Source: an optimization exercise on an open RTL-to-GDS flow (aim: small area, a short achievable clock period and few clock cycles per item). Production flows keep margins and buffers that such runs may drop.
In this exercise RTL edits were held to simulation tests only and were not proved equivalent to the original.

==> design/flow/design.v <==
module atang(
	input             clk,
	input             load,       
	input      [11:0] x,
	input      [11:0] y,
	output     [31:0] z,
	output            far2,       
	output            far1,       
	output            dec         
    );
	reg  [32:0] xr;              
	reg  [34:6] rh;
	wire [34:0] rr = {rh, 6'd0};
	reg  [31:0] zr;
	reg  [31:1] t;               
	reg  [16:0] oh;              
	reg         dn;              
	wire d = rr[34];             
	wire dx = ~dn;
	wire [29:17] ohh = t[30:18] & ~t[29:17];
	wire [29:0] a = ({30{oh[0]}} & 30'h35214E63) |
	                ({30{oh[1]}} & 30'h1C128E80) |
	                ({30{oh[2]}} & 30'h0E400224) |
	                ({30{oh[3]}} & 30'h0727154C) |
	                ({30{oh[4]}} & 30'h03946F29) |
	                ({30{oh[5]}} & 30'h01CA5435) |
	                ({30{oh[6]}} & 30'h00E52D8D) |
	                ({30{oh[7]}} & 30'h007296C6) |
	                ({30{oh[8]}} & 30'h00394B63) |
	                ({30{oh[9]}} & 30'h001CA5B1) |
	                ({30{oh[10]}} & 30'h000E52D8) |
	                ({30{oh[11]}} & 30'h0007296C) |
	                ({30{oh[12]}} & 30'h000394B6) |
	                ({30{oh[13]}} & 30'h0001CA5B) |
	                ({30{oh[14]}} & 30'h0000E52D) |
	                ({30{oh[15]}} & 30'h00007296) |
	                ({30{oh[16]}} & 30'h0000394B) |
	                ({30{ohh[17]}} & 30'h00001CA5) |
	                ({30{ohh[18]}} & 30'h00000E52) |
	                ({30{ohh[19]}} & 30'h00000729) |
	                ({30{ohh[20]}} & 30'h00000394) |
	                ({30{ohh[21]}} & 30'h000001CA) |
	                ({30{ohh[22]}} & 30'h000000E5) |
	                ({30{ohh[23]}} & 30'h00000072) |
	                ({30{ohh[24]}} & 30'h00000039) |
	                ({30{ohh[25]}} & 30'h0000001C) |
	                ({30{ohh[26]}} & 30'h0000000E) |
	                ({30{ohh[27]}} & 30'h00000007) |
	                ({30{ohh[28]}} & 30'h00000003) |
	                ({30{ohh[29]}} & 30'h00000001);
	wire [32:0] xmask;
	assign xmask[0] = 1'b0;
	assign xmask[1] = t[1];
	assign xmask[2] = t[2];
	assign xmask[3] = t[3];
	assign xmask[4] = t[4];
	assign xmask[5] = t[5];
	assign xmask[6] = t[6];
	assign xmask[7] = t[7];
	assign xmask[8] = t[8];
	assign xmask[9] = t[9];
	assign xmask[10] = t[10];
	assign xmask[11] = t[11];
	assign xmask[12] = t[12];
	assign xmask[13] = t[13];
	assign xmask[14] = t[14];
	assign xmask[15] = t[15];
	assign xmask[16] = t[16];
	assign xmask[17] = t[17];
	assign xmask[18] = t[18];
	assign xmask[19] = t[19];
	assign xmask[20] = t[20];
	assign xmask[21] = t[21];
	assign xmask[22] = t[22];
	assign xmask[23] = t[23];
	assign xmask[24] = t[24];
	assign xmask[25] = t[25];
	assign xmask[26] = t[26];
	assign xmask[27] = t[27];
	assign xmask[28] = t[28];
	assign xmask[29] = t[29];
	assign xmask[30] = t[30];
	assign xmask[32:31] = 2'b11;
	wire [32:0] xm = xr & xmask;
	wire [32:0] ysh;
	assign ysh[0] = (oh[0] & rr[1]) | (oh[1] & rr[3]) | (oh[2] & rr[5]) | (oh[3] & rr[7]) | (oh[4] & rr[9]) | (oh[5] & rr[11]) | (oh[6] & rr[13]) | (oh[7] & rr[15]) | (oh[8] & rr[17]) | (oh[9] & rr[19]) | (oh[10] & rr[21]) | (oh[11] & rr[23]) | (oh[12] & rr[25]) | (oh[13] & rr[27]) | (oh[14] & rr[29]) | (oh[15] & rr[31]) | (oh[16] & rr[33]) | (rr[34] & ~t[17]);
	assign ysh[1] = (oh[0] & rr[2]) | (oh[1] & rr[4]) | (oh[2] & rr[6]) | (oh[3] & rr[8]) | (oh[4] & rr[10]) | (oh[5] & rr[12]) | (oh[6] & rr[14]) | (oh[7] & rr[16]) | (oh[8] & rr[18]) | (oh[9] & rr[20]) | (oh[10] & rr[22]) | (oh[11] & rr[24]) | (oh[12] & rr[26]) | (oh[13] & rr[28]) | (oh[14] & rr[30]) | (oh[15] & rr[32]) | (rr[34] & ~t[16]);
	assign ysh[2] = (oh[0] & rr[3]) | (oh[1] & rr[5]) | (oh[2] & rr[7]) | (oh[3] & rr[9]) | (oh[4] & rr[11]) | (oh[5] & rr[13]) | (oh[6] & rr[15]) | (oh[7] & rr[17]) | (oh[8] & rr[19]) | (oh[9] & rr[21]) | (oh[10] & rr[23]) | (oh[11] & rr[25]) | (oh[12] & rr[27]) | (oh[13] & rr[29]) | (oh[14] & rr[31]) | (oh[15] & rr[33]) | (rr[34] & ~t[16]);
	assign ysh[3] = (oh[0] & rr[4]) | (oh[1] & rr[6]) | (oh[2] & rr[8]) | (oh[3] & rr[10]) | (oh[4] & rr[12]) | (oh[5] & rr[14]) | (oh[6] & rr[16]) | (oh[7] & rr[18]) | (oh[8] & rr[20]) | (oh[9] & rr[22]) | (oh[10] & rr[24]) | (oh[11] & rr[26]) | (oh[12] & rr[28]) | (oh[13] & rr[30]) | (oh[14] & rr[32]) | (rr[34] & ~t[15]);
	assign ysh[4] = (oh[0] & rr[5]) | (oh[1] & rr[7]) | (oh[2] & rr[9]) | (oh[3] & rr[11]) | (oh[4] & rr[13]) | (oh[5] & rr[15]) | (oh[6] & rr[17]) | (oh[7] & rr[19]) | (oh[8] & rr[21]) | (oh[9] & rr[23]) | (oh[10] & rr[25]) | (oh[11] & rr[27]) | (oh[12] & rr[29]) | (oh[13] & rr[31]) | (oh[14] & rr[33]) | (rr[34] & ~t[15]);
	assign ysh[5] = (oh[0] & rr[6]) | (oh[1] & rr[8]) | (oh[2] & rr[10]) | (oh[3] & rr[12]) | (oh[4] & rr[14]) | (oh[5] & rr[16]) | (oh[6] & rr[18]) | (oh[7] & rr[20]) | (oh[8] & rr[22]) | (oh[9] & rr[24]) | (oh[10] & rr[26]) | (oh[11] & rr[28]) | (oh[12] & rr[30]) | (oh[13] & rr[32]) | (rr[34] & ~t[14]);
	assign ysh[6] = (oh[0] & rr[7]) | (oh[1] & rr[9]) | (oh[2] & rr[11]) | (oh[3] & rr[13]) | (oh[4] & rr[15]) | (oh[5] & rr[17]) | (oh[6] & rr[19]) | (oh[7] & rr[21]) | (oh[8] & rr[23]) | (oh[9] & rr[25]) | (oh[10] & rr[27]) | (oh[11] & rr[29]) | (oh[12] & rr[31]) | (oh[13] & rr[33]) | (rr[34] & ~t[14]);
	assign ysh[7] = (oh[0] & rr[8]) | (oh[1] & rr[10]) | (oh[2] & rr[12]) | (oh[3] & rr[14]) | (oh[4] & rr[16]) | (oh[5] & rr[18]) | (oh[6] & rr[20]) | (oh[7] & rr[22]) | (oh[8] & rr[24]) | (oh[9] & rr[26]) | (oh[10] & rr[28]) | (oh[11] & rr[30]) | (oh[12] & rr[32]) | (rr[34] & ~t[13]);
	assign ysh[8] = (oh[0] & rr[9]) | (oh[1] & rr[11]) | (oh[2] & rr[13]) | (oh[3] & rr[15]) | (oh[4] & rr[17]) | (oh[5] & rr[19]) | (oh[6] & rr[21]) | (oh[7] & rr[23]) | (oh[8] & rr[25]) | (oh[9] & rr[27]) | (oh[10] & rr[29]) | (oh[11] & rr[31]) | (oh[12] & rr[33]) | (rr[34] & ~t[13]);
	assign ysh[9] = (oh[0] & rr[10]) | (oh[1] & rr[12]) | (oh[2] & rr[14]) | (oh[3] & rr[16]) | (oh[4] & rr[18]) | (oh[5] & rr[20]) | (oh[6] & rr[22]) | (oh[7] & rr[24]) | (oh[8] & rr[26]) | (oh[9] & rr[28]) | (oh[10] & rr[30]) | (oh[11] & rr[32]) | (rr[34] & ~t[12]);
	assign ysh[10] = (oh[0] & rr[11]) | (oh[1] & rr[13]) | (oh[2] & rr[15]) | (oh[3] & rr[17]) | (oh[4] & rr[19]) | (oh[5] & rr[21]) | (oh[6] & rr[23]) | (oh[7] & rr[25]) | (oh[8] & rr[27]) | (oh[9] & rr[29]) | (oh[10] & rr[31]) | (oh[11] & rr[33]) | (rr[34] & ~t[12]);
	assign ysh[11] = (oh[0] & rr[12]) | (oh[1] & rr[14]) | (oh[2] & rr[16]) | (oh[3] & rr[18]) | (oh[4] & rr[20]) | (oh[5] & rr[22]) | (oh[6] & rr[24]) | (oh[7] & rr[26]) | (oh[8] & rr[28]) | (oh[9] & rr[30]) | (oh[10] & rr[32]) | (rr[34] & ~t[11]);
	assign ysh[12] = (oh[0] & rr[13]) | (oh[1] & rr[15]) | (oh[2] & rr[17]) | (oh[3] & rr[19]) | (oh[4] & rr[21]) | (oh[5] & rr[23]) | (oh[6] & rr[25]) | (oh[7] & rr[27]) | (oh[8] & rr[29]) | (oh[9] & rr[31]) | (oh[10] & rr[33]) | (rr[34] & ~t[11]);
	assign ysh[13] = (oh[0] & rr[14]) | (oh[1] & rr[16]) | (oh[2] & rr[18]) | (oh[3] & rr[20]) | (oh[4] & rr[22]) | (oh[5] & rr[24]) | (oh[6] & rr[26]) | (oh[7] & rr[28]) | (oh[8] & rr[30]) | (oh[9] & rr[32]) | (rr[34] & ~t[10]);
	assign ysh[14] = (oh[0] & rr[15]) | (oh[1] & rr[17]) | (oh[2] & rr[19]) | (oh[3] & rr[21]) | (oh[4] & rr[23]) | (oh[5] & rr[25]) | (oh[6] & rr[27]) | (oh[7] & rr[29]) | (oh[8] & rr[31]) | (oh[9] & rr[33]) | (rr[34] & ~t[10]);
	assign ysh[15] = (oh[0] & rr[16]) | (oh[1] & rr[18]) | (oh[2] & rr[20]) | (oh[3] & rr[22]) | (oh[4] & rr[24]) | (oh[5] & rr[26]) | (oh[6] & rr[28]) | (oh[7] & rr[30]) | (oh[8] & rr[32]) | (rr[34] & ~t[9]);
	assign ysh[16] = (oh[0] & rr[17]) | (oh[1] & rr[19]) | (oh[2] & rr[21]) | (oh[3] & rr[23]) | (oh[4] & rr[25]) | (oh[5] & rr[27]) | (oh[6] & rr[29]) | (oh[7] & rr[31]) | (oh[8] & rr[33]) | (rr[34] & ~t[9]);
	assign ysh[17] = (oh[0] & rr[18]) | (oh[1] & rr[20]) | (oh[2] & rr[22]) | (oh[3] & rr[24]) | (oh[4] & rr[26]) | (oh[5] & rr[28]) | (oh[6] & rr[30]) | (oh[7] & rr[32]) | (rr[34] & ~t[8]);
	assign ysh[18] = (oh[0] & rr[19]) | (oh[1] & rr[21]) | (oh[2] & rr[23]) | (oh[3] & rr[25]) | (oh[4] & rr[27]) | (oh[5] & rr[29]) | (oh[6] & rr[31]) | (oh[7] & rr[33]) | (rr[34] & ~t[8]);
	assign ysh[19] = (oh[0] & rr[20]) | (oh[1] & rr[22]) | (oh[2] & rr[24]) | (oh[3] & rr[26]) | (oh[4] & rr[28]) | (oh[5] & rr[30]) | (oh[6] & rr[32]) | (rr[34] & ~t[7]);
	assign ysh[20] = (oh[0] & rr[21]) | (oh[1] & rr[23]) | (oh[2] & rr[25]) | (oh[3] & rr[27]) | (oh[4] & rr[29]) | (oh[5] & rr[31]) | (oh[6] & rr[33]) | (rr[34] & ~t[7]);
	assign ysh[21] = (oh[0] & rr[22]) | (oh[1] & rr[24]) | (oh[2] & rr[26]) | (oh[3] & rr[28]) | (oh[4] & rr[30]) | (oh[5] & rr[32]) | (rr[34] & ~t[6]);
	assign ysh[22] = (oh[0] & rr[23]) | (oh[1] & rr[25]) | (oh[2] & rr[27]) | (oh[3] & rr[29]) | (oh[4] & rr[31]) | (oh[5] & rr[33]) | (rr[34] & ~t[6]);
	assign ysh[23] = (oh[0] & rr[24]) | (oh[1] & rr[26]) | (oh[2] & rr[28]) | (oh[3] & rr[30]) | (oh[4] & rr[32]) | (rr[34] & ~t[5]);
	assign ysh[24] = (oh[0] & rr[25]) | (oh[1] & rr[27]) | (oh[2] & rr[29]) | (oh[3] & rr[31]) | (oh[4] & rr[33]) | (rr[34] & ~t[5]);
	assign ysh[25] = (oh[0] & rr[26]) | (oh[1] & rr[28]) | (oh[2] & rr[30]) | (oh[3] & rr[32]) | (rr[34] & ~t[4]);
	assign ysh[26] = (oh[0] & rr[27]) | (oh[1] & rr[29]) | (oh[2] & rr[31]) | (oh[3] & rr[33]) | (rr[34] & ~t[4]);
	assign ysh[27] = (oh[0] & rr[28]) | (oh[1] & rr[30]) | (oh[2] & rr[32]) | (rr[34] & ~t[3]);
	assign ysh[28] = (oh[0] & rr[29]) | (oh[1] & rr[31]) | (oh[2] & rr[33]) | (rr[34] & ~t[3]);
	assign ysh[29] = (oh[0] & rr[30]) | (oh[1] & rr[32]) | (rr[34] & ~t[2]);
	assign ysh[30] = (oh[0] & rr[31]) | (oh[1] & rr[33]) | (rr[34] & ~t[2]);
	assign ysh[31] = (oh[0] & rr[32]) | (rr[34] & ~t[1]);
	assign ysh[32] = (oh[0] & rr[33]) | (rr[34] & ~t[1]);
	wire [34:6] rnext;
	wire [32:0] xnext;
	wire [31:0] znext;
	add29 radd(.a(rr[33:5]), .b({2'b00, xm[32:6]} ^ {29{~d}}), .ci(~d), .s(rnext));
	add33 xadd(.a(xr), .b(ysh ^ {33{dx}}), .ci(dx), .s(xnext));
	add32 zadd(.a(zr), .b({2'b00, a} ^ {32{dx}}), .ci(dx), .s(znext));
	wire [12:0] xy_sum, xy_dif;
	add13 sadd(.a({1'b0, x}), .b({1'b0, y}), .ci(1'b0), .s(xy_sum));
	add13 dadd(.a({1'b0, y}), .b(~{1'b0, x}), .ci(1'b1), .s(xy_dif));
	always @(posedge clk) begin
		t <= load ? 31'h7fffffff : {t[30:1], 1'b0};
		oh <= load ? 17'd1 : {oh[15:0], 1'b0};
		dn <= load ? ~xy_dif[12] : ~rnext[34];
		if (load) begin
			xr <= {1'b0, xy_sum, 19'b0};
			rh <= {{3{xy_dif[12]}}, xy_dif, 13'b0};
			zr <= 32'h5A000000;
		end else begin
			xr <= xnext;
			rh <= rnext;
			zr <= znext;
		end
	end
	wire [14:0] zl = zr[14:0] ^ {15{dn}};
	assign far2 = ~|a[29:14] & (zl >= {a[13:0], 1'b0});
	assign far1 = ~|a[29:15] & (zl >= a[14:0]);
	assign dec = dx;
	assign z = zr;
endmodule
module add29(input [28:0] a, input [28:0] b, input ci, output [28:0] s);
	wire [28:0] p0 = a ^ b;
	wire [28:0] g0 = a & b;
	wire gc0 = g0[0] | (p0[0] & ci);
	wire gn1 = g0[1] | (p0[1] & gc0);
	wire gn2 = g0[3] | (p0[3] & g0[2]);
	wire pn2 = p0[3] & p0[2];
	wire gn3 = g0[5] | (p0[5] & g0[4]);
	wire pn3 = p0[5] & p0[4];
	wire gn4 = g0[7] | (p0[7] & g0[6]);
	wire pn4 = p0[7] & p0[6];
	wire gn5 = g0[9] | (p0[9] & g0[8]);
	wire pn5 = p0[9] & p0[8];
	wire gn6 = g0[11] | (p0[11] & g0[10]);
	wire pn6 = p0[11] & p0[10];
	wire gn7 = g0[13] | (p0[13] & g0[12]);
	wire pn7 = p0[13] & p0[12];
	wire gn8 = g0[15] | (p0[15] & g0[14]);
	wire pn8 = p0[15] & p0[14];
	wire gn9 = g0[17] | (p0[17] & g0[16]);
	wire pn9 = p0[17] & p0[16];
	wire gn10 = g0[19] | (p0[19] & g0[18]);
	wire pn10 = p0[19] & p0[18];
	wire gn11 = g0[21] | (p0[21] & g0[20]);
	wire pn11 = p0[21] & p0[20];
	wire gn12 = g0[23] | (p0[23] & g0[22]);
	wire pn12 = p0[23] & p0[22];
	wire gn13 = g0[25] | (p0[25] & g0[24]);
	wire pn13 = p0[25] & p0[24];
	wire gn14 = g0[27] | (p0[27] & g0[26]);
	wire pn14 = p0[27] & p0[26];
	wire gn15 = g0[2] | (p0[2] & gn1);
	wire gn16 = gn2 | (pn2 & gn1);
	wire gn17 = g0[6] | (p0[6] & gn3);
	wire pn17 = p0[6] & pn3;
	wire gn18 = gn4 | (pn4 & gn3);
	wire pn18 = pn4 & pn3;
	wire gn19 = g0[10] | (p0[10] & gn5);
	wire pn19 = p0[10] & pn5;
	wire gn20 = gn6 | (pn6 & gn5);
	wire pn20 = pn6 & pn5;
	wire gn21 = g0[14] | (p0[14] & gn7);
	wire pn21 = p0[14] & pn7;
	wire gn22 = gn8 | (pn8 & gn7);
	wire pn22 = pn8 & pn7;
	wire gn23 = g0[18] | (p0[18] & gn9);
	wire pn23 = p0[18] & pn9;
	wire gn24 = gn10 | (pn10 & gn9);
	wire pn24 = pn10 & pn9;
	wire gn25 = g0[22] | (p0[22] & gn11);
	wire pn25 = p0[22] & pn11;
	wire gn26 = gn12 | (pn12 & gn11);
	wire pn26 = pn12 & pn11;
	wire gn27 = g0[26] | (p0[26] & gn13);
	wire pn27 = p0[26] & pn13;
	wire gn28 = gn14 | (pn14 & gn13);
	wire pn28 = pn14 & pn13;
	wire gn29 = g0[4] | (p0[4] & gn16);
	wire gn30 = gn3 | (pn3 & gn16);
	wire gn31 = gn17 | (pn17 & gn16);
	wire gn32 = gn18 | (pn18 & gn16);
	wire gn33 = g0[12] | (p0[12] & gn20);
	wire pn33 = p0[12] & pn20;
	wire gn34 = gn7 | (pn7 & gn20);
	wire pn34 = pn7 & pn20;
	wire gn35 = gn21 | (pn21 & gn20);
	wire pn35 = pn21 & pn20;
	wire gn36 = gn22 | (pn22 & gn20);
	wire pn36 = pn22 & pn20;
	wire gn37 = g0[20] | (p0[20] & gn24);
	wire pn37 = p0[20] & pn24;
	wire gn38 = gn11 | (pn11 & gn24);
	wire pn38 = pn11 & pn24;
	wire gn39 = gn25 | (pn25 & gn24);
	wire pn39 = pn25 & pn24;
	wire gn40 = gn26 | (pn26 & gn24);
	wire pn40 = pn26 & pn24;
	wire gn41 = g0[28] | (p0[28] & gn28);
	wire pn41 = p0[28] & pn28;
	wire gn42 = g0[8] | (p0[8] & gn32);
	wire gn43 = gn5 | (pn5 & gn32);
	wire gn44 = gn19 | (pn19 & gn32);
	wire gn45 = gn20 | (pn20 & gn32);
	wire gn46 = gn33 | (pn33 & gn32);
	wire gn47 = gn34 | (pn34 & gn32);
	wire gn48 = gn35 | (pn35 & gn32);
	wire gn49 = gn36 | (pn36 & gn32);
	wire gn50 = g0[24] | (p0[24] & gn40);
	wire pn50 = p0[24] & pn40;
	wire gn51 = gn13 | (pn13 & gn40);
	wire pn51 = pn13 & pn40;
	wire gn52 = gn27 | (pn27 & gn40);
	wire pn52 = pn27 & pn40;
	wire gn53 = gn28 | (pn28 & gn40);
	wire pn53 = pn28 & pn40;
	wire gn54 = gn41 | (pn41 & gn40);
	wire pn54 = pn41 & pn40;
	wire gn55 = g0[16] | (p0[16] & gn49);
	wire gn56 = gn9 | (pn9 & gn49);
	wire gn57 = gn23 | (pn23 & gn49);
	wire gn58 = gn24 | (pn24 & gn49);
	wire gn59 = gn37 | (pn37 & gn49);
	wire gn60 = gn38 | (pn38 & gn49);
	wire gn61 = gn39 | (pn39 & gn49);
	wire gn62 = gn40 | (pn40 & gn49);
	wire gn63 = gn50 | (pn50 & gn49);
	wire gn64 = gn51 | (pn51 & gn49);
	wire gn65 = gn52 | (pn52 & gn49);
	wire gn66 = gn53 | (pn53 & gn49);
	wire gn67 = gn54 | (pn54 & gn49);
	wire [28:0] c;
	assign c[0] = ci;
	assign c[1] = gc0;
	assign c[2] = gn1;
	assign c[3] = gn15;
	assign c[4] = gn16;
	assign c[5] = gn29;
	assign c[6] = gn30;
	assign c[7] = gn31;
	assign c[8] = gn32;
	assign c[9] = gn42;
	assign c[10] = gn43;
	assign c[11] = gn44;
	assign c[12] = gn45;
	assign c[13] = gn46;
	assign c[14] = gn47;
	assign c[15] = gn48;
	assign c[16] = gn49;
	assign c[17] = gn55;
	assign c[18] = gn56;
	assign c[19] = gn57;
	assign c[20] = gn58;
	assign c[21] = gn59;
	assign c[22] = gn60;
	assign c[23] = gn61;
	assign c[24] = gn62;
	assign c[25] = gn63;
	assign c[26] = gn64;
	assign c[27] = gn65;
	assign c[28] = gn66;
	assign s = p0 ^ c;
endmodule
module add33(input [32:0] a, input [32:0] b, input ci, output [32:0] s);
	wire [32:0] p0 = a ^ b;
	wire [32:0] g0 = a & b;
	wire gc0 = g0[0] | (p0[0] & ci);
	wire gn1 = g0[1] | (p0[1] & gc0);
	wire gn2 = g0[3] | (p0[3] & g0[2]);
	wire pn2 = p0[3] & p0[2];
	wire gn3 = g0[5] | (p0[5] & g0[4]);
	wire pn3 = p0[5] & p0[4];
	wire gn4 = g0[7] | (p0[7] & g0[6]);
	wire pn4 = p0[7] & p0[6];
	wire gn5 = g0[9] | (p0[9] & g0[8]);
	wire pn5 = p0[9] & p0[8];
	wire gn6 = g0[11] | (p0[11] & g0[10]);
	wire pn6 = p0[11] & p0[10];
	wire gn7 = g0[13] | (p0[13] & g0[12]);
	wire pn7 = p0[13] & p0[12];
	wire gn8 = g0[15] | (p0[15] & g0[14]);
	wire pn8 = p0[15] & p0[14];
	wire gn9 = g0[17] | (p0[17] & g0[16]);
	wire pn9 = p0[17] & p0[16];
	wire gn10 = g0[19] | (p0[19] & g0[18]);
	wire pn10 = p0[19] & p0[18];
	wire gn11 = g0[21] | (p0[21] & g0[20]);
	wire pn11 = p0[21] & p0[20];
	wire gn12 = g0[23] | (p0[23] & g0[22]);
	wire pn12 = p0[23] & p0[22];
	wire gn13 = g0[25] | (p0[25] & g0[24]);
	wire pn13 = p0[25] & p0[24];
	wire gn14 = g0[27] | (p0[27] & g0[26]);
	wire pn14 = p0[27] & p0[26];
	wire gn15 = g0[29] | (p0[29] & g0[28]);
	wire pn15 = p0[29] & p0[28];
	wire gn16 = g0[31] | (p0[31] & g0[30]);
	wire pn16 = p0[31] & p0[30];
	wire gn17 = g0[2] | (p0[2] & gn1);
	wire gn18 = gn2 | (pn2 & gn1);
	wire gn19 = g0[6] | (p0[6] & gn3);
	wire pn19 = p0[6] & pn3;
	wire gn20 = gn4 | (pn4 & gn3);
	wire pn20 = pn4 & pn3;
	wire gn21 = g0[10] | (p0[10] & gn5);
	wire pn21 = p0[10] & pn5;
	wire gn22 = gn6 | (pn6 & gn5);
	wire pn22 = pn6 & pn5;
	wire gn23 = g0[14] | (p0[14] & gn7);
	wire pn23 = p0[14] & pn7;
	wire gn24 = gn8 | (pn8 & gn7);
	wire pn24 = pn8 & pn7;
	wire gn25 = g0[18] | (p0[18] & gn9);
	wire pn25 = p0[18] & pn9;
	wire gn26 = gn10 | (pn10 & gn9);
	wire pn26 = pn10 & pn9;
	wire gn27 = g0[22] | (p0[22] & gn11);
	wire pn27 = p0[22] & pn11;
	wire gn28 = gn12 | (pn12 & gn11);
	wire pn28 = pn12 & pn11;
	wire gn29 = g0[26] | (p0[26] & gn13);
	wire pn29 = p0[26] & pn13;
	wire gn30 = gn14 | (pn14 & gn13);
	wire pn30 = pn14 & pn13;
	wire gn31 = g0[30] | (p0[30] & gn15);
	wire pn31 = p0[30] & pn15;
	wire gn32 = gn16 | (pn16 & gn15);
	wire pn32 = pn16 & pn15;
	wire gn33 = g0[4] | (p0[4] & gn18);
	wire gn34 = gn3 | (pn3 & gn18);
	wire gn35 = gn19 | (pn19 & gn18);
	wire gn36 = gn20 | (pn20 & gn18);
	wire gn37 = g0[12] | (p0[12] & gn22);
	wire pn37 = p0[12] & pn22;
	wire gn38 = gn7 | (pn7 & gn22);
	wire pn38 = pn7 & pn22;
	wire gn39 = gn23 | (pn23 & gn22);
	wire pn39 = pn23 & pn22;
	wire gn40 = gn24 | (pn24 & gn22);
	wire pn40 = pn24 & pn22;
	wire gn41 = g0[20] | (p0[20] & gn26);
	wire pn41 = p0[20] & pn26;
	wire gn42 = gn11 | (pn11 & gn26);
	wire pn42 = pn11 & pn26;
	wire gn43 = gn27 | (pn27 & gn26);
	wire pn43 = pn27 & pn26;
	wire gn44 = gn28 | (pn28 & gn26);
	wire pn44 = pn28 & pn26;
	wire gn45 = g0[28] | (p0[28] & gn30);
	wire pn45 = p0[28] & pn30;
	wire gn46 = gn15 | (pn15 & gn30);
	wire pn46 = pn15 & pn30;
	wire gn47 = gn31 | (pn31 & gn30);
	wire pn47 = pn31 & pn30;
	wire gn48 = gn32 | (pn32 & gn30);
	wire pn48 = pn32 & pn30;
	wire gn49 = g0[8] | (p0[8] & gn36);
	wire gn50 = gn5 | (pn5 & gn36);
	wire gn51 = gn21 | (pn21 & gn36);
	wire gn52 = gn22 | (pn22 & gn36);
	wire gn53 = gn37 | (pn37 & gn36);
	wire gn54 = gn38 | (pn38 & gn36);
	wire gn55 = gn39 | (pn39 & gn36);
	wire gn56 = gn40 | (pn40 & gn36);
	wire gn57 = g0[24] | (p0[24] & gn44);
	wire pn57 = p0[24] & pn44;
	wire gn58 = gn13 | (pn13 & gn44);
	wire pn58 = pn13 & pn44;
	wire gn59 = gn29 | (pn29 & gn44);
	wire pn59 = pn29 & pn44;
	wire gn60 = gn30 | (pn30 & gn44);
	wire pn60 = pn30 & pn44;
	wire gn61 = gn45 | (pn45 & gn44);
	wire pn61 = pn45 & pn44;
	wire gn62 = gn46 | (pn46 & gn44);
	wire pn62 = pn46 & pn44;
	wire gn63 = gn47 | (pn47 & gn44);
	wire pn63 = pn47 & pn44;
	wire gn64 = gn48 | (pn48 & gn44);
	wire pn64 = pn48 & pn44;
	wire gn65 = g0[16] | (p0[16] & gn56);
	wire gn66 = gn9 | (pn9 & gn56);
	wire gn67 = gn25 | (pn25 & gn56);
	wire gn68 = gn26 | (pn26 & gn56);
	wire gn69 = gn41 | (pn41 & gn56);
	wire gn70 = gn42 | (pn42 & gn56);
	wire gn71 = gn43 | (pn43 & gn56);
	wire gn72 = gn44 | (pn44 & gn56);
	wire gn73 = gn57 | (pn57 & gn56);
	wire gn74 = gn58 | (pn58 & gn56);
	wire gn75 = gn59 | (pn59 & gn56);
	wire gn76 = gn60 | (pn60 & gn56);
	wire gn77 = gn61 | (pn61 & gn56);
	wire gn78 = gn62 | (pn62 & gn56);
	wire gn79 = gn63 | (pn63 & gn56);
	wire gn80 = gn64 | (pn64 & gn56);
	wire gn81 = g0[32] | (p0[32] & gn80);
	wire [32:0] c;
	assign c[0] = ci;
	assign c[1] = gc0;
	assign c[2] = gn1;
	assign c[3] = gn17;
	assign c[4] = gn18;
	assign c[5] = gn33;
	assign c[6] = gn34;
	assign c[7] = gn35;
	assign c[8] = gn36;
	assign c[9] = gn49;
	assign c[10] = gn50;
	assign c[11] = gn51;
	assign c[12] = gn52;
	assign c[13] = gn53;
	assign c[14] = gn54;
	assign c[15] = gn55;
	assign c[16] = gn56;
	assign c[17] = gn65;
	assign c[18] = gn66;
	assign c[19] = gn67;
	assign c[20] = gn68;
	assign c[21] = gn69;
	assign c[22] = gn70;
	assign c[23] = gn71;
	assign c[24] = gn72;
	assign c[25] = gn73;
	assign c[26] = gn74;
	assign c[27] = gn75;
	assign c[28] = gn76;
	assign c[29] = gn77;
	assign c[30] = gn78;
	assign c[31] = gn79;
	assign c[32] = gn80;
	assign s = p0 ^ c;
endmodule
module add32(input [31:0] a, input [31:0] b, input ci, output [31:0] s);
	wire [31:0] p0 = a ^ b;
	wire [31:0] g0 = a & b;
	wire gc0 = g0[0] | (p0[0] & ci);
	wire gn1 = g0[1] | (p0[1] & gc0);
	wire gn2 = g0[3] | (p0[3] & g0[2]);
	wire pn2 = p0[3] & p0[2];
	wire gn3 = g0[5] | (p0[5] & g0[4]);
	wire pn3 = p0[5] & p0[4];
	wire gn4 = g0[7] | (p0[7] & g0[6]);
	wire pn4 = p0[7] & p0[6];
	wire gn5 = g0[9] | (p0[9] & g0[8]);
	wire pn5 = p0[9] & p0[8];
	wire gn6 = g0[11] | (p0[11] & g0[10]);
	wire pn6 = p0[11] & p0[10];
	wire gn7 = g0[13] | (p0[13] & g0[12]);
	wire pn7 = p0[13] & p0[12];
	wire gn8 = g0[15] | (p0[15] & g0[14]);
	wire pn8 = p0[15] & p0[14];
	wire gn9 = g0[17] | (p0[17] & g0[16]);
	wire pn9 = p0[17] & p0[16];
	wire gn10 = g0[19] | (p0[19] & g0[18]);
	wire pn10 = p0[19] & p0[18];
	wire gn11 = g0[21] | (p0[21] & g0[20]);
	wire pn11 = p0[21] & p0[20];
	wire gn12 = g0[23] | (p0[23] & g0[22]);
	wire pn12 = p0[23] & p0[22];
	wire gn13 = g0[25] | (p0[25] & g0[24]);
	wire pn13 = p0[25] & p0[24];
	wire gn14 = g0[27] | (p0[27] & g0[26]);
	wire pn14 = p0[27] & p0[26];
	wire gn15 = g0[29] | (p0[29] & g0[28]);
	wire pn15 = p0[29] & p0[28];
	wire gn16 = g0[31] | (p0[31] & g0[30]);
	wire pn16 = p0[31] & p0[30];
	wire gn17 = g0[2] | (p0[2] & gn1);
	wire gn18 = gn2 | (pn2 & gn1);
	wire gn19 = g0[6] | (p0[6] & gn3);
	wire pn19 = p0[6] & pn3;
	wire gn20 = gn4 | (pn4 & gn3);
	wire pn20 = pn4 & pn3;
	wire gn21 = g0[10] | (p0[10] & gn5);
	wire pn21 = p0[10] & pn5;
	wire gn22 = gn6 | (pn6 & gn5);
	wire pn22 = pn6 & pn5;
	wire gn23 = g0[14] | (p0[14] & gn7);
	wire pn23 = p0[14] & pn7;
	wire gn24 = gn8 | (pn8 & gn7);
	wire pn24 = pn8 & pn7;
	wire gn25 = g0[18] | (p0[18] & gn9);
	wire pn25 = p0[18] & pn9;
	wire gn26 = gn10 | (pn10 & gn9);
	wire pn26 = pn10 & pn9;
	wire gn27 = g0[22] | (p0[22] & gn11);
	wire pn27 = p0[22] & pn11;
	wire gn28 = gn12 | (pn12 & gn11);
	wire pn28 = pn12 & pn11;
	wire gn29 = g0[26] | (p0[26] & gn13);
	wire pn29 = p0[26] & pn13;
	wire gn30 = gn14 | (pn14 & gn13);
	wire pn30 = pn14 & pn13;
	wire gn31 = g0[30] | (p0[30] & gn15);
	wire pn31 = p0[30] & pn15;
	wire gn32 = gn16 | (pn16 & gn15);
	wire pn32 = pn16 & pn15;
	wire gn33 = g0[4] | (p0[4] & gn18);
	wire gn34 = gn3 | (pn3 & gn18);
	wire gn35 = gn19 | (pn19 & gn18);
	wire gn36 = gn20 | (pn20 & gn18);
	wire gn37 = g0[12] | (p0[12] & gn22);
	wire pn37 = p0[12] & pn22;
	wire gn38 = gn7 | (pn7 & gn22);
	wire pn38 = pn7 & pn22;
	wire gn39 = gn23 | (pn23 & gn22);
	wire pn39 = pn23 & pn22;
	wire gn40 = gn24 | (pn24 & gn22);
	wire pn40 = pn24 & pn22;
	wire gn41 = g0[20] | (p0[20] & gn26);
	wire pn41 = p0[20] & pn26;
	wire gn42 = gn11 | (pn11 & gn26);
	wire pn42 = pn11 & pn26;
	wire gn43 = gn27 | (pn27 & gn26);
	wire pn43 = pn27 & pn26;
	wire gn44 = gn28 | (pn28 & gn26);
	wire pn44 = pn28 & pn26;
	wire gn45 = g0[28] | (p0[28] & gn30);
	wire pn45 = p0[28] & pn30;
	wire gn46 = gn15 | (pn15 & gn30);
	wire pn46 = pn15 & pn30;
	wire gn47 = gn31 | (pn31 & gn30);
	wire pn47 = pn31 & pn30;
	wire gn48 = gn32 | (pn32 & gn30);
	wire pn48 = pn32 & pn30;
	wire gn49 = g0[8] | (p0[8] & gn36);
	wire gn50 = gn5 | (pn5 & gn36);
	wire gn51 = gn21 | (pn21 & gn36);
	wire gn52 = gn22 | (pn22 & gn36);
	wire gn53 = gn37 | (pn37 & gn36);
	wire gn54 = gn38 | (pn38 & gn36);
	wire gn55 = gn39 | (pn39 & gn36);
	wire gn56 = gn40 | (pn40 & gn36);
	wire gn57 = g0[24] | (p0[24] & gn44);
	wire pn57 = p0[24] & pn44;
	wire gn58 = gn13 | (pn13 & gn44);
	wire pn58 = pn13 & pn44;
	wire gn59 = gn29 | (pn29 & gn44);
	wire pn59 = pn29 & pn44;
	wire gn60 = gn30 | (pn30 & gn44);
	wire pn60 = pn30 & pn44;
	wire gn61 = gn45 | (pn45 & gn44);
	wire pn61 = pn45 & pn44;
	wire gn62 = gn46 | (pn46 & gn44);
	wire pn62 = pn46 & pn44;
	wire gn63 = gn47 | (pn47 & gn44);
	wire pn63 = pn47 & pn44;
	wire gn64 = gn48 | (pn48 & gn44);
	wire pn64 = pn48 & pn44;
	wire gn65 = g0[16] | (p0[16] & gn56);
	wire gn66 = gn9 | (pn9 & gn56);
	wire gn67 = gn25 | (pn25 & gn56);
	wire gn68 = gn26 | (pn26 & gn56);
	wire gn69 = gn41 | (pn41 & gn56);
	wire gn70 = gn42 | (pn42 & gn56);
	wire gn71 = gn43 | (pn43 & gn56);
	wire gn72 = gn44 | (pn44 & gn56);
	wire gn73 = gn57 | (pn57 & gn56);
	wire gn74 = gn58 | (pn58 & gn56);
	wire gn75 = gn59 | (pn59 & gn56);
	wire gn76 = gn60 | (pn60 & gn56);
	wire gn77 = gn61 | (pn61 & gn56);
	wire gn78 = gn62 | (pn62 & gn56);
	wire gn79 = gn63 | (pn63 & gn56);
	wire gn80 = gn64 | (pn64 & gn56);
	wire [31:0] c;
	assign c[0] = ci;
	assign c[1] = gc0;
	assign c[2] = gn1;
	assign c[3] = gn17;
	assign c[4] = gn18;
	assign c[5] = gn33;
	assign c[6] = gn34;
	assign c[7] = gn35;
	assign c[8] = gn36;
	assign c[9] = gn49;
	assign c[10] = gn50;
	assign c[11] = gn51;
	assign c[12] = gn52;
	assign c[13] = gn53;
	assign c[14] = gn54;
	assign c[15] = gn55;
	assign c[16] = gn56;
	assign c[17] = gn65;
	assign c[18] = gn66;
	assign c[19] = gn67;
	assign c[20] = gn68;
	assign c[21] = gn69;
	assign c[22] = gn70;
	assign c[23] = gn71;
	assign c[24] = gn72;
	assign c[25] = gn73;
	assign c[26] = gn74;
	assign c[27] = gn75;
	assign c[28] = gn76;
	assign c[29] = gn77;
	assign c[30] = gn78;
	assign c[31] = gn79;
	assign s = p0 ^ c;
endmodule
module add13(input [12:0] a, input [12:0] b, input ci, output [12:0] s);
	wire [12:0] p0 = a ^ b;
	wire [12:0] g0 = a & b;
	wire gc0 = g0[0] | (p0[0] & ci);
	wire gn1 = g0[1] | (p0[1] & gc0);
	wire gn2 = g0[3] | (p0[3] & g0[2]);
	wire pn2 = p0[3] & p0[2];
	wire gn3 = g0[5] | (p0[5] & g0[4]);
	wire pn3 = p0[5] & p0[4];
	wire gn4 = g0[7] | (p0[7] & g0[6]);
	wire pn4 = p0[7] & p0[6];
	wire gn5 = g0[9] | (p0[9] & g0[8]);
	wire pn5 = p0[9] & p0[8];
	wire gn6 = g0[11] | (p0[11] & g0[10]);
	wire pn6 = p0[11] & p0[10];
	wire gn7 = g0[2] | (p0[2] & gn1);
	wire gn8 = gn2 | (pn2 & gn1);
	wire gn9 = g0[6] | (p0[6] & gn3);
	wire pn9 = p0[6] & pn3;
	wire gn10 = gn4 | (pn4 & gn3);
	wire pn10 = pn4 & pn3;
	wire gn11 = g0[10] | (p0[10] & gn5);
	wire pn11 = p0[10] & pn5;
	wire gn12 = gn6 | (pn6 & gn5);
	wire pn12 = pn6 & pn5;
	wire gn13 = g0[4] | (p0[4] & gn8);
	wire gn14 = gn3 | (pn3 & gn8);
	wire gn15 = gn9 | (pn9 & gn8);
	wire gn16 = gn10 | (pn10 & gn8);
	wire gn17 = g0[12] | (p0[12] & gn12);
	wire pn17 = p0[12] & pn12;
	wire gn18 = g0[8] | (p0[8] & gn16);
	wire gn19 = gn5 | (pn5 & gn16);
	wire gn20 = gn11 | (pn11 & gn16);
	wire gn21 = gn12 | (pn12 & gn16);
	wire gn22 = gn17 | (pn17 & gn16);
	wire [12:0] c;
	assign c[0] = ci;
	assign c[1] = gc0;
	assign c[2] = gn1;
	assign c[3] = gn7;
	assign c[4] = gn8;
	assign c[5] = gn13;
	assign c[6] = gn14;
	assign c[7] = gn15;
	assign c[8] = gn16;
	assign c[9] = gn18;
	assign c[10] = gn19;
	assign c[11] = gn20;
	assign c[12] = gn21;
	assign s = p0 ^ c;
endmodule
module conv_dec_ascii(
	input  [16:0] d_in,
	output [20:0] digits     
    );
	wire [6:0] i = d_in[16:10];
	wire [9:0] f = d_in[9:0];
	wire [13:0] m1 = {1'b0, f, 3'b0} + {3'b0, f, 1'b0};
	wire [13:0] m2 = {1'b0, m1[9:0], 3'b0} + {3'b0, m1[9:0], 1'b0};
	wire [13:0] m3 = {1'b0, m2[9:0], 3'b0} + {3'b0, m2[9:0], 1'b0};
	wire [3:0] qh = m1[13:10];
	wire [3:0] qt = m2[13:10];
	wire [3:0] qo = m3[13:10];
	wire [3:0] it = (i >= 7'd120) ? 4'd12 : (i >= 7'd110) ? 4'd11 : (i >= 7'd100) ? 4'd10 :
	                (i >= 7'd90) ? 4'd9 : (i >= 7'd80) ? 4'd8 : (i >= 7'd70) ? 4'd7 :
	                (i >= 7'd60) ? 4'd6 : (i >= 7'd50) ? 4'd5 : (i >= 7'd40) ? 4'd4 :
	                (i >= 7'd30) ? 4'd3 : (i >= 7'd20) ? 4'd2 : (i >= 7'd10) ? 4'd1 : 4'd0;
	wire [6:0] io = i - {it, 3'b0} - {2'b0, it, 1'b0};
	wire       ih = it[3] & (it[2] | it[1]);
	wire [8:0] ti = {ih, ih ? it - 4'd10 : it, io[3:0]};
	assign digits = {ti, qh, qt, qo};
endmodule
module CRC(
	input  [20:0] digits,    
	output [7:0]  crc
    );
	function [7:0] crc8;
		input [47:0] m;
		integer k;
		reg [7:0] c;
		reg fb;
		begin
			c = 8'h80;
			for (k = 47; k >= 0; k = k - 1) begin
				fb = c[7] ^ m[k];
				c = {c[6:0], 1'b0} ^ (fb ? 8'h31 : 8'h00);
			end
			crc8 = c;
		end
	endfunction
	wire [47:0] text = {7'b0011000, digits[20], 4'h3, digits[19:16], 4'h3, digits[15:12],
	                    4'h3, digits[11:8], 4'h3, digits[7:4], 4'h3, digits[3:0]};
	assign crc = crc8(text);
endmodule
module angle_frame(
	input clk,
	input rst,
	input start,
	input [11:0] x,
	input [11:0] y,
	output [55:0] frame,
	output frame_valid
    );
	reg        busy;
	reg        valid;
	reg  [20:0] dig;
	reg  [7:0]  crc_hi;          
	wire [31:0] z;
	wire [20:0] dig_next;
	wire [7:0]  crc_hi_next, crc_lo, crc_0;
	wire        far2, far1, dec;
	atang Arctg_alg(.clk(clk), .load(start), .x(x), .y(y), .z(z),
	                .far2(far2), .far1(far1), .dec(dec));
	conv_dec_ascii Conversie(.d_in(z[31:15]), .digits(dig_next));
	CRC crc_a(.digits({dig_next[20:4], 4'd0}), .crc(crc_hi_next));
	CRC crc_b(.digits({17'd0, dig[3:0]}), .crc(crc_lo));
	CRC crc_c(.digits(21'd0), .crc(crc_0));
	reg        pend;
	reg        dprev;
	wire       late = pend & (dec ^ dprev);
	wire       live = busy & ~late;
	always @(posedge clk) begin
		dig <= dig_next;
		crc_hi <= crc_hi_next;
		dprev <= dec;
		if (rst) begin
			busy  <= 1'b0;
			valid <= 1'b0;
			pend  <= 1'b0;
		end else begin
			busy  <= start | (live & ~far2);
			valid <= live & far2;
			pend  <= live & ~far2 & far1;
		end
	end
	assign frame = {7'b0011000, dig[20], 4'h3, dig[19:16], 4'h3, dig[15:12],
	                4'h3, dig[11:8], 4'h3, dig[7:4], 4'h3, dig[3:0],
	                crc_hi ^ crc_lo ^ crc_0};
	assign frame_valid = valid | late;
endmodule
==> design/flow/flow/run.sh <==
#!/bin/bash
# Layout flow: the standard synthesis, then the combinational logic
# (everything but the flip-flops, which keep their names and cells) is
# re-mapped by ABC with an area-recovering script; then the standard
# layout from the netlist, with sky130_fd_sc_hd__buf_2 port buffers.
# Every tool's output goes to a log file in this folder.
set -euo pipefail
bash standard.sh synth > flow_synth.log 2>&1
R=orfs/results/sky130hd/angle_frame/base
cp $R/1_2_yosys.v $R/1_2_yosys_standard.v
LIB=$FLOW_HOME/platforms/sky130hd/lib/sky130_fd_sc_hd__tt_025C_1v80.lib
sed -e "s#@IN@#$R/1_2_yosys_standard.v#" -e "s#@OUT@#$R/1_2_yosys.v#" \
    -e "s#@LIB@#$LIB#g" -e "s#@ABC@#flow/resynth.abc#" flow/resynth.ys > resynth.ys
yosys -l yosys_resynth.log -q resynth.ys > /dev/null 2>&1
bash standard.sh BUFFER_PORTS_ARGS="-buffer_cell sky130_fd_sc_hd__buf_2" finish > flow_finish.log 2>&1
==> design/flow/flow/resynth.abc <==
strash
dch
map -B 0.4
topo
stime -c
upsize -c
dnsize -c
==> design/flow/flow/resynth.ys <==
read_liberty -overwrite -ignore_miss_func @LIB@
read_verilog -overwrite @IN@
hierarchy -top angle_frame
setattr -mod -set keep_hierarchy 1 sky130_fd_sc_hd__df*
flatten
opt_clean
abc -script @ABC@ -liberty @LIB@ -dont_use sky130_fd_sc_hd__lpflow_bleeder_1 -dont_use sky130_fd_sc_hd__lpflow_clkbufkapwr_1 -dont_use sky130_fd_sc_hd__lpflow_clkbufkapwr_16 -dont_use sky130_fd_sc_hd__lpflow_clkbufkapwr_2 -dont_use sky130_fd_sc_hd__lpflow_clkbufkapwr_4 -dont_use sky130_fd_sc_hd__lpflow_clkbufkapwr_8 -dont_use sky130_fd_sc_hd__lpflow_clkinvkapwr_1 -dont_use sky130_fd_sc_hd__lpflow_clkinvkapwr_16 -dont_use sky130_fd_sc_hd__lpflow_clkinvkapwr_2 -dont_use sky130_fd_sc_hd__lpflow_clkinvkapwr_4 -dont_use sky130_fd_sc_hd__lpflow_clkinvkapwr_8 -dont_use sky130_fd_sc_hd__lpflow_decapkapwr_12 -dont_use sky130_fd_sc_hd__lpflow_decapkapwr_3 -dont_use sky130_fd_sc_hd__lpflow_decapkapwr_4 -dont_use sky130_fd_sc_hd__lpflow_decapkapwr_6 -dont_use sky130_fd_sc_hd__lpflow_decapkapwr_8 -dont_use sky130_fd_sc_hd__lpflow_inputiso0n_1 -dont_use sky130_fd_sc_hd__lpflow_inputiso0p_1 -dont_use sky130_fd_sc_hd__lpflow_inputiso1n_1 -dont_use sky130_fd_sc_hd__lpflow_inputiso1p_1 -dont_use sky130_fd_sc_hd__lpflow_inputisolatch_1 -dont_use sky130_fd_sc_hd__lpflow_isobufsrc_1 -dont_use sky130_fd_sc_hd__lpflow_isobufsrc_16 -dont_use sky130_fd_sc_hd__lpflow_isobufsrc_2 -dont_use sky130_fd_sc_hd__lpflow_isobufsrc_4 -dont_use sky130_fd_sc_hd__lpflow_isobufsrc_8 -dont_use sky130_fd_sc_hd__lpflow_isobufsrckapwr_16 -dont_use sky130_fd_sc_hd__lpflow_lsbuf_lh_hl_isowell_tap_1 -dont_use sky130_fd_sc_hd__lpflow_lsbuf_lh_hl_isowell_tap_2 -dont_use sky130_fd_sc_hd__lpflow_lsbuf_lh_hl_isowell_tap_4 -dont_use sky130_fd_sc_hd__lpflow_lsbuf_lh_isowell_4 -dont_use sky130_fd_sc_hd__lpflow_lsbuf_lh_isowell_tap_1 -dont_use sky130_fd_sc_hd__lpflow_lsbuf_lh_isowell_tap_2 -dont_use sky130_fd_sc_hd__lpflow_lsbuf_lh_isowell_tap_4 -dont_use sky130_fd_sc_hd__probe_p_8 -dont_use sky130_fd_sc_hd__probec_p_8 
opt_clean -purge
hilomap -singleton -hicell sky130_fd_sc_hd__conb_1 HI -locell sky130_fd_sc_hd__conb_1 LO
setundef -zero
splitnets
opt_clean -purge
stat -liberty @LIB@
delete =sky130_fd_sc_hd__*
write_verilog -noattr -noexpr -nohex -nodec @OUT@
==> design/flow/standard.sh <==
#!/bin/bash
# synth_recipe.tcl (not shown) runs the flow's synth.tcl, then flattens the netlist and writes it again
# the make line also repeats each setting of config.mk as NAME=value (left out here)
make -C /OpenROAD-flow-scripts/flow DESIGN_CONFIG=/design/flow/config.mk WORK_HOME=/design/flow/orfs CLKGATE_MAP_FILE= SYNTH_SCRIPT=/design/flow/synth_recipe.tcl "${@:-finish}"
==> design/flow/config.mk <==
export PLATFORM = sky130hd
export DESIGN_NAME = angle_frame
export DESIGN_NICKNAME = angle_frame
export VERILOG_FILES = /design/flow/design.v
export SDC_FILE = /design/flow/constraint.sdc
export NUM_CORES = 8
export LEC_CHECK = 0
export CAP_MARGIN = 20
export CORE_MARGIN = 2
export CORE_UTILIZATION = 40
export CTS_BUF_LIST = sky130_fd_sc_hd__clkbuf_16
export CTS_CLUSTER_DIAMETER = 80
export CTS_CLUSTER_SIZE = 24
export SETUP_SLACK_MARGIN = 4.6
export SLEW_MARGIN = 20
export SYNTH_MEMORY_MAX_BITS = 65536
==> design/flow/constraint.sdc <==
create_clock -name core_clock -period 8.0 [get_ports {clk}]
set_input_delay 1.6000 -clock core_clock [delete_from_list [all_inputs] [get_ports {clk}]]
set_output_delay 1.6000 -clock core_clock [all_outputs]
set_load 0.01 [all_outputs]
==> reports/metrics.cfg, run 1 <==
[global_routing]
grt_pass1_vias=15400
overflow=0
grtUsageTotal_pct=25.7
antenna_found_initial=0
grt_max_degree=110
grt_pass1_wl_mm=80.5

[timing]
drv_slew=0
finalHoldViolations=0
rsz0062_at_grt=true
fin_crit_ps=3300
finClkSkew_ps=14.4
finalSetupTns_ps=0
fmax_ghz=0.303
setup_violations=0
relSlewSlack_pct=42.8
fin_crit_sh_pct=41.3
tightest_slew_ps=858

[floorplan]
coreArea_sq_um=37700
die_x_um=199
rows=71
die_area_sq_um=39800
io_pins=84
start_util_pct=40.6
die_h_um=199

[synth]
ys_warn_count=3
syn_avg_cell_area_sq_um=6.17
netlist_instances=2477
synth_area_sq_um=15300

[placed_design]
dp_hpwl_mm=37.4
placed_cells=3072
place.gp.congestion=0.986
io_buffers=56

[layout]
diodes=0
final_cell_mix=nand2_1 (571), nor2_1 (322), clkinv_1 (308), nand3_1 (158), dfxtp_1 (137)
nets=2638
final_common_cell=nand2_1
fin_cells=3132
drive_gt1_share_pct=15.2
area_growth_syn_to_layout_pct=16.1

[clock_network]
cts_tree=done
clkLatencyLatePin_ps=470
clockRootBuffer=clkbuf_16
ctsHoldBuffers=0
clk_pin_slew_worst_paths_ps=70
cts.sinks=174
cts_made_buffers=17
htreeDepth=4
clock_path_buffers=2

[routing]
vias=16800
via_per_inst=5.37
firstDrtPassIters=5
drc=0
wirelength_mm=51.5
ant_nets=0
wl_per_cell_um=16.5
drt_iter0_drc=1388

[run_status]
outcome=no timing/DRC/antenna violations

[setup_path]
cp.arrival_ps=3650
start_kind=input port
end_kind=flip-flop
path_class=in -> reg
crit_required_ps=8350
crit_path_max_fanout=4

[job]
cap_violations=0

[hold_path]
hold_path_class=reg -> reg

cell type report:
type / count / area [sq um]
Timing Repair Buffer: 91 / 679
Sequential cell: 174 / 3550
Clock inverter: 12 / 181
Multi-Input combinational cell: 1958 / 10700
Fill cell: 3950 / 19900
Inverter: 369 / 1540
Clock buffer: 17 / 425
Tap cell: 511 / 639
registers in the layout, summed over array words and instances, names as in the netlist:
| register | flops |
|---|---|
| Arctg_alg.t | 30 |
| Arctg_alg.oh | 16 |
| busy | 1 |
| pend | 1 |
| Arctg_alg.zr | 32 |
| dprev | 1 |
| crc_hi | 8 |
| Arctg_alg.xr | 33 |
| dig | 21 |
| valid | 1 |
| Arctg_alg.dn | 1 |
| Arctg_alg.rh | 29 |
final timing paths:
| check | from | cells past startpoint | endpoint | slack [ps] |
|---|---|---|---|---|
| setup / recovery | y[3] | 17 | Arctg_alg.rh[34]$_DFF_P_ | 4700 |
| hold / removal | Arctg_alg.t[2]$_SDFF_PP1_ | 2 | Arctg_alg.t[3]$_SDFF_PP1_ | 440 |
| setup reg to reg | Arctg_alg.rh[29]$_DFF_P_ | 14 | Arctg_alg.xr[29]$_DFF_P_ | 4770 |
| hold reg to reg | Arctg_alg.t[2]$_SDFF_PP1_ | 2 | Arctg_alg.t[3]$_SDFF_PP1_ | 440 |
routing by layer:
metal,GRT usage (%),up-vias,share of wire [%]
met1,34.8,7599,46
li1,-,8478,-
met4,9.14,0,3.0
met5,0,-,0
met3,5.38,105,7.4
met2,40.5,630,44
worst max-delay path, stage by stage:
cell,delay [ps]
buf_2,130
xnor2_2,220
clkinv_1,160
nor2_4,120
a21oi_2,50
a21oi_2,180
nand2_1,80
o21ai_2,70
nand2_1,100
o21ai_2,80
nand2_2,80
o21ai_2,80
nand3_1,110
o211ai_1,270
nand2_1,130
nand2_2,110
nand3_2,80
metrics by stage:
step	hold slack, ps	instance area [sq um]	util (%)	setup WS, ps
detailed placement	419	16400	43.5	3970
floorplan	411	15400	-	4480
CTS	441	17200	45.5	4590
global route	445	17700	47.1	4460
global placement	417	16400	43.5	4050
finish	439	17700	47.1	4700
what timing repair did:
item / CTS / global route
endpoints found under the setup margin: 44 / 59
cloned: 0 / 2
setup buffers: 9 / 20
pin swaps: 12 / 25
resized for setup: 31 / 116
Testbench counts, summed over its fixed seeds: cycles 155,428, frames 8,000.
==> run 2, diff against run 1 <==
--- a/design/flow/config.mk
+++ b/design/flow/config.mk
@@ -11,6 +11,6 @@
 export CTS_BUF_LIST = sky130_fd_sc_hd__clkbuf_16
 export CTS_CLUSTER_DIAMETER = 80
 export CTS_CLUSTER_SIZE = 24
-export SETUP_SLACK_MARGIN = 4.6
+export SETUP_SLACK_MARGIN = 4.7
 export SLEW_MARGIN = 20
 export SYNTH_MEMORY_MAX_BITS = 65536
==> reports/metrics.cfg, run 2 <==
[placed_design]
dp_hpwl_mm=37.5
placed_cells=3071
placed_area_sq_um=16400
dp_slack_ps=3930
place.gp.congestion=0.994
io_buffers=56

[routing]
via_per_inst=5.40
drc=0
wirelength_mm=52.8
firstDrtPassIters=6
drt_iter0_drc=1572
ant_nets=0
wl_per_cell_um=16.7
vias=17100

[setup_path]
path_class=in -> reg
crit_start=x[2]
start_kind=input port
crit_required_ps=8340
crit_family=buffers and inverters
crit_chain=buf_8, clkinv_8, nor2_4, nor2_4, nor2_4, a21oi_2, nor2_2, a21oi_2, a21oi_2, nand2_1, o21ai_2, nand2_2, buf_4, buf_6, buf_6, buf_6, buf_4, buf_4, buf_4, buf_6, nand2_2, o22ai_1
max_stage_delay_ps=160
r2r_cells=20
cp.arrival_ps=3780
end_kind=flip-flop
cp_slowest_cell=a21oi_2
path_depth=22
crit_path_max_fanout=3
r2r_slack_ps=4810
r2r_start=Arctg_alg.oh[12]$_SDFF_PP0_
path_buf_inv=10

[timing]
fin_crit_sh_pct=42.9
fin_ws_ps=4560
drv_slew=0
setup_violations=0
finalHoldViolations=0
relSlewSlack_pct=41.0
fin_crit_ps=3440
finClkSkew_ps=8.68
rsz0062_at_grt=true
finalSetupTns_ps=0
fmax_ghz=0.291
tightest_slew_ps=884

[global_routing]
antenna_found_initial=0
grt_pass1_vias=15600
grt_max_degree=110
grt_pass1_wl_mm=81.6
overflow=0
grtUsageTotal_pct=26.0

[synth]
synth_area_sq_um=15300
netlist_instances=2477
ys_warn_count=3
syn_avg_cell_area_sq_um=6.17

[layout]
diodes=0
largest_reg_flops=33
fin_util_pct=48.0
nets=2665
top_regs=Arctg_alg.xr x33, Arctg_alg.zr x32, Arctg_alg.t x30
final_common_cell=nand2_1
fin_cells=3162
area_growth_syn_to_layout_pct=18.4
fin_area_sq_um=18100
final_cell_mix=nand2_1 (569), nor2_1 (317), clkinv_1 (305), nand3_1 (156), dfxtp_1 (134)
regMostFlops=Arctg_alg.xr
drive_gt1_share_pct=16.6

[clock_network]
clock_path_buffers=2
clockRootBuffer=clkbuf_16
htreeDepth=4
clkLatencyLatePin_ps=460
ctsHoldBuffers=0
cts.sinks=174
cts_made_buffers=17
clk_pin_slew_worst_paths_ps=70
cts_tree=done

[floorplan]
start_util_pct=40.6
die_area_sq_um=39800
coreArea_sq_um=37700
die_h_um=199
rows=71
io_pins=84
die_x_um=199

[run_status]
outcome=no timing/DRC/antenna violations

[hold_path]
holdCritStartpoint=Arctg_alg.t[3]$_SDFF_PP1_
hold_path_class=reg -> reg
whs_path_depth=2

[job]
cap_violations=0

-- run 2: cell count changes in the layout (fill, tap and decap cells not counted), sizes merged --
cell / previous run / this run
buf: 89 / 114
bufbuf: 0 / 1
clkinv: 319 / 325
clkinvlp: 10 / 9
inv: 47 / 46
-- run 2: final timing paths --
kind / to
worst min register to register: Arctg_alg.t[4]$_SDFF_PP1_
worst min-delay path: Arctg_alg.t[4]$_SDFF_PP1_
worst max register to register: Arctg_alg.xr[30]$_DFF_P_
worst max-delay path: Arctg_alg.rh[25]$_DFF_P_
-- run 2: cell type report --
class | instances | area [sq um]
Clock buffer | 17 | 425
Clock inverter | 15 | 205
Fill cell | 3938 | 19600
Inverter | 369 | 1560
Multi-Input combinational cell | 1958 | 10800
Sequential cell | 174 | 3570
Tap cell | 511 | 639
Timing Repair Buffer | 117 | 920
Timing Repair inverter | 1 | 11.3
-- run 2: layer usage --
metal / up-vias / GRT usage, % / wire (um)
li1: 8532 / - / -
met1: 7755 / 35.0 / 23800
met2: 667 / 41.6 / 23300
met3: 119 / 4.69 / 4040
met4: 0 / 9.36 / 1600
met5: - / 0 / 0
-- run 2: stage by stage --
step	hold WS, ps
finish	436
global route	456
CTS	438
detailed placement	424
global placement	419
floorplan	411
-- run 2: repair_timing --
action / CTS / global route
pin swaps: 21 / 33
resized for setup: 58 / 112
setup buffers: 27 / 28
endpoints found under the setup margin: 55 / 61
cloned: 1 / 3
-- run 2: tightest hold or removal path: stages, from the launching register on --
cell      delay (ps)
dfxtp_1          310
clkinv_1          50
nand2_1           40
==> run 3, diff against run 2 <==
--- a/design/flow/config.mk
+++ b/design/flow/config.mk
@@ -7,7 +7,7 @@
 export LEC_CHECK = 0
 export CAP_MARGIN = 20
 export CORE_MARGIN = 2
-export CORE_UTILIZATION = 40
+export CORE_UTILIZATION = 30
 export CTS_BUF_LIST = sky130_fd_sc_hd__clkbuf_16
 export CTS_CLUSTER_DIAMETER = 80
 export CTS_CLUSTER_SIZE = 24
==> reports/metrics.cfg, run 3 <==
[clock_network]
ctsHoldBuffers=0
clkLatencyLatePin_ps=500
cts.sinks=174
htreeDepth=4
clockRootBuffer=clkbuf_16
clock_path_buffers=2
cts_made_buffers=17
cts_tree=done
clk_pin_slew_worst_paths_ps=80

[timing]
drv_slew=0
finalHoldViolations=0
finClkSkew_ps=15.4
fin_crit_ps=3280
tightest_slew_ps=911
fin_ws_ps=4720
setup_violations=0
fin_crit_sh_pct=41.0
finalSetupTns_ps=0
rsz0062_at_grt=true
relSlewSlack_pct=39.3
fmax_ghz=0.305

[layout]
regMostFlops=Arctg_alg.xr
fin_cells=3307
drive_gt1_share_pct=16.7
nets=2649
fin_util_pct=36.0
top_regs=Arctg_alg.xr x33, Arctg_alg.zr x32, Arctg_alg.t x30
final_common_cell=nand2_1
diodes=0
final_cell_mix=nand2_1 (567), nor2_1 (315), clkinv_1 (303), nand3_1 (157), dfxtp_1 (135)
area_growth_syn_to_layout_pct=18.2
largest_reg_flops=33

[global_routing]
grt_pass1_vias=15100
grtUsageTotal_pct=18.3
antenna_found_initial=0
grt_max_degree=110
overflow=0
grt_pass1_wl_mm=78.0

[floorplan]
die_h_um=230
io_pins=84
die_area_sq_um=52800
die_x_um=230
coreArea_sq_um=50200
rows=82
start_util_pct=30.5

[placed_design]
dp_hpwl_mm=35.2
dp_slack_ps=3920
place.gp.congestion=0.954
io_buffers=56
placed_cells=3232

[routing]
drc=0
via_per_inst=5.04
vias=16700
ant_nets=0
wl_per_cell_um=14.8
drt_iter0_drc=1547
wirelength_mm=49.0
firstDrtPassIters=6

[setup_path]
r2r_cells=18
cp_slowest_cell=o211ai_1
start_kind=input port
r2r_slack_ps=4820
setup.worst_path.end=Arctg_alg.rh[34]$_DFF_P_
max_stage_delay_ps=260
cp.arrival_ps=3650
path_class=in -> reg
crit_path_max_fanout=4
crit_chain=buf_8, clkinv_8, nor2_4, nor2_4, nor2_4, a21oi_2, nor2_2, a21oi_2, a21oi_2, nand2_1, o21ai_2, nand2_1, o21ai_2, nand2_2, o21ai_2, nand3_1, o211ai_1, nand2_1, nand2_2, nand3_2
crit_start=x[2]
r2r_start=Arctg_alg.oh[10]$_SDFF_PP0_
reg2reg_to=Arctg_alg.xr[23]$_DFF_P_
crit_required_ps=8370
end_kind=flip-flop

[synth]
syn_avg_cell_area_sq_um=6.17
ys_warn_count=3
synth_area_sq_um=15300
netlist_instances=2477

[job]
cap_violations=0

[hold_path]
hold_path_class=reg -> reg

[run_status]
outcome=no timing/DRC/antenna violations

==> run 3: how the worst min path moves through the flow <==
stage | startpoint | endpoint | slack [ps] | depth (start not counted)
floorplan | Arctg_alg.t[2]$_SDFF_PP1_ | Arctg_alg.t[3]$_SDFF_PP1_ | 410 | 2
global placement | Arctg_alg.t[3]$_SDFF_PP1_ | Arctg_alg.t[4]$_SDFF_PP1_ | 420 | 2
detailed placement | Arctg_alg.t[3]$_SDFF_PP1_ | Arctg_alg.t[4]$_SDFF_PP1_ | 420 | 2
CTS | Arctg_alg.t[3]$_SDFF_PP1_ | Arctg_alg.t[4]$_SDFF_PP1_ | 440 | 2
global route | Arctg_alg.t[4]$_SDFF_PP1_ | Arctg_alg.t[5]$_SDFF_PP1_ | 470 | 1
finish | Arctg_alg.t[3]$_SDFF_PP1_ | Arctg_alg.t[4]$_SDFF_PP1_ | 430 | 2
==> run 3: area by class of cell <==
cell class              instances  area [sq um]
multi-input cells            1958         10700
flip-flops and latches        174          3560
inverters                     369          1560
repair buffers                101           759
clock inverters                15           153
fillers                      5441         32100
repair inverters                1          8.76
clock buffers                  17           425
well taps                     672           841
==> run 3: stage by stage <==
| step | instance area [sq um] | hold WS, ps |
|---|---|---|
| after floorplan | 15500 | 411 |
| after global placement | 16600 | 418 |
| after detailed placement | 16600 | 424 |
| after CTS | 17500 | 436 |
| after global routing | 18100 | 467 |
| final | 18100 | 427 |
==> run 3: what timing repair did <==
action / in CTS / in global routing
pin swaps: 14 / 31
gates cloned: 3 / 1
endpoints found under the setup margin: 51 / 56
setup buffers: 19 / 20
resized for setup: 47 / 120
==> run 3: worst max-delay path: cells and delay by family <==
kind / cells / cell delay, ps
simple gates: 11 / 1130
compound gates: 7 / 780
buf+inv: 2 / 140
==> run 3: metal layers <==
layer	track usage [%]	part of all wire (%)
met5	0	0
met4	7.60	4.1
met3	4.07	7.6
met2	28.4	43
met1	24.3	45

## re-timing with driven ports
In the flow no input, the clock included, has a driving cell. The finished layouts below were timed again as built, in two steps.
Step 1 (the two cells are an assumption about what drives the block):
set clk [get_ports {clk}]
set_driving_cell -lib_cell sky130_fd_sc_hd__clkbuf_16 $clk
set_driving_cell -lib_cell sky130_fd_sc_hd__buf_2 [delete_from_list [all_inputs] $clk]
Step 2 adds t to the input delays and takes it off the output delays; t is the mean of the earliest and latest rising clock arrival at the registers after step 1. Input paths then give back, and output paths get back, about the clock's delay inside the block.
Three values: ideal ports, drivers, drivers and shift; two values: the first two.
run | t, ns | slack for setup (ns) | slew at the worst register clock pin (ns)
run 1 | 0.519 | 4.697 / 4.693 / 4.174 | 0.07 / 0.07
run 2 | 0.510 | 4.565 / 4.569 / 4.059 | 0.07 / 0.07
run 3 | 0.546 | 4.723 / 4.727 / 4.181 | 0.08 / 0.08
After both steps setup and hold are still met in every run listed. For run 3, which loses most, drivers alone change the setup slack by +0.004 ns; drivers and shift together by -0.542 ns.
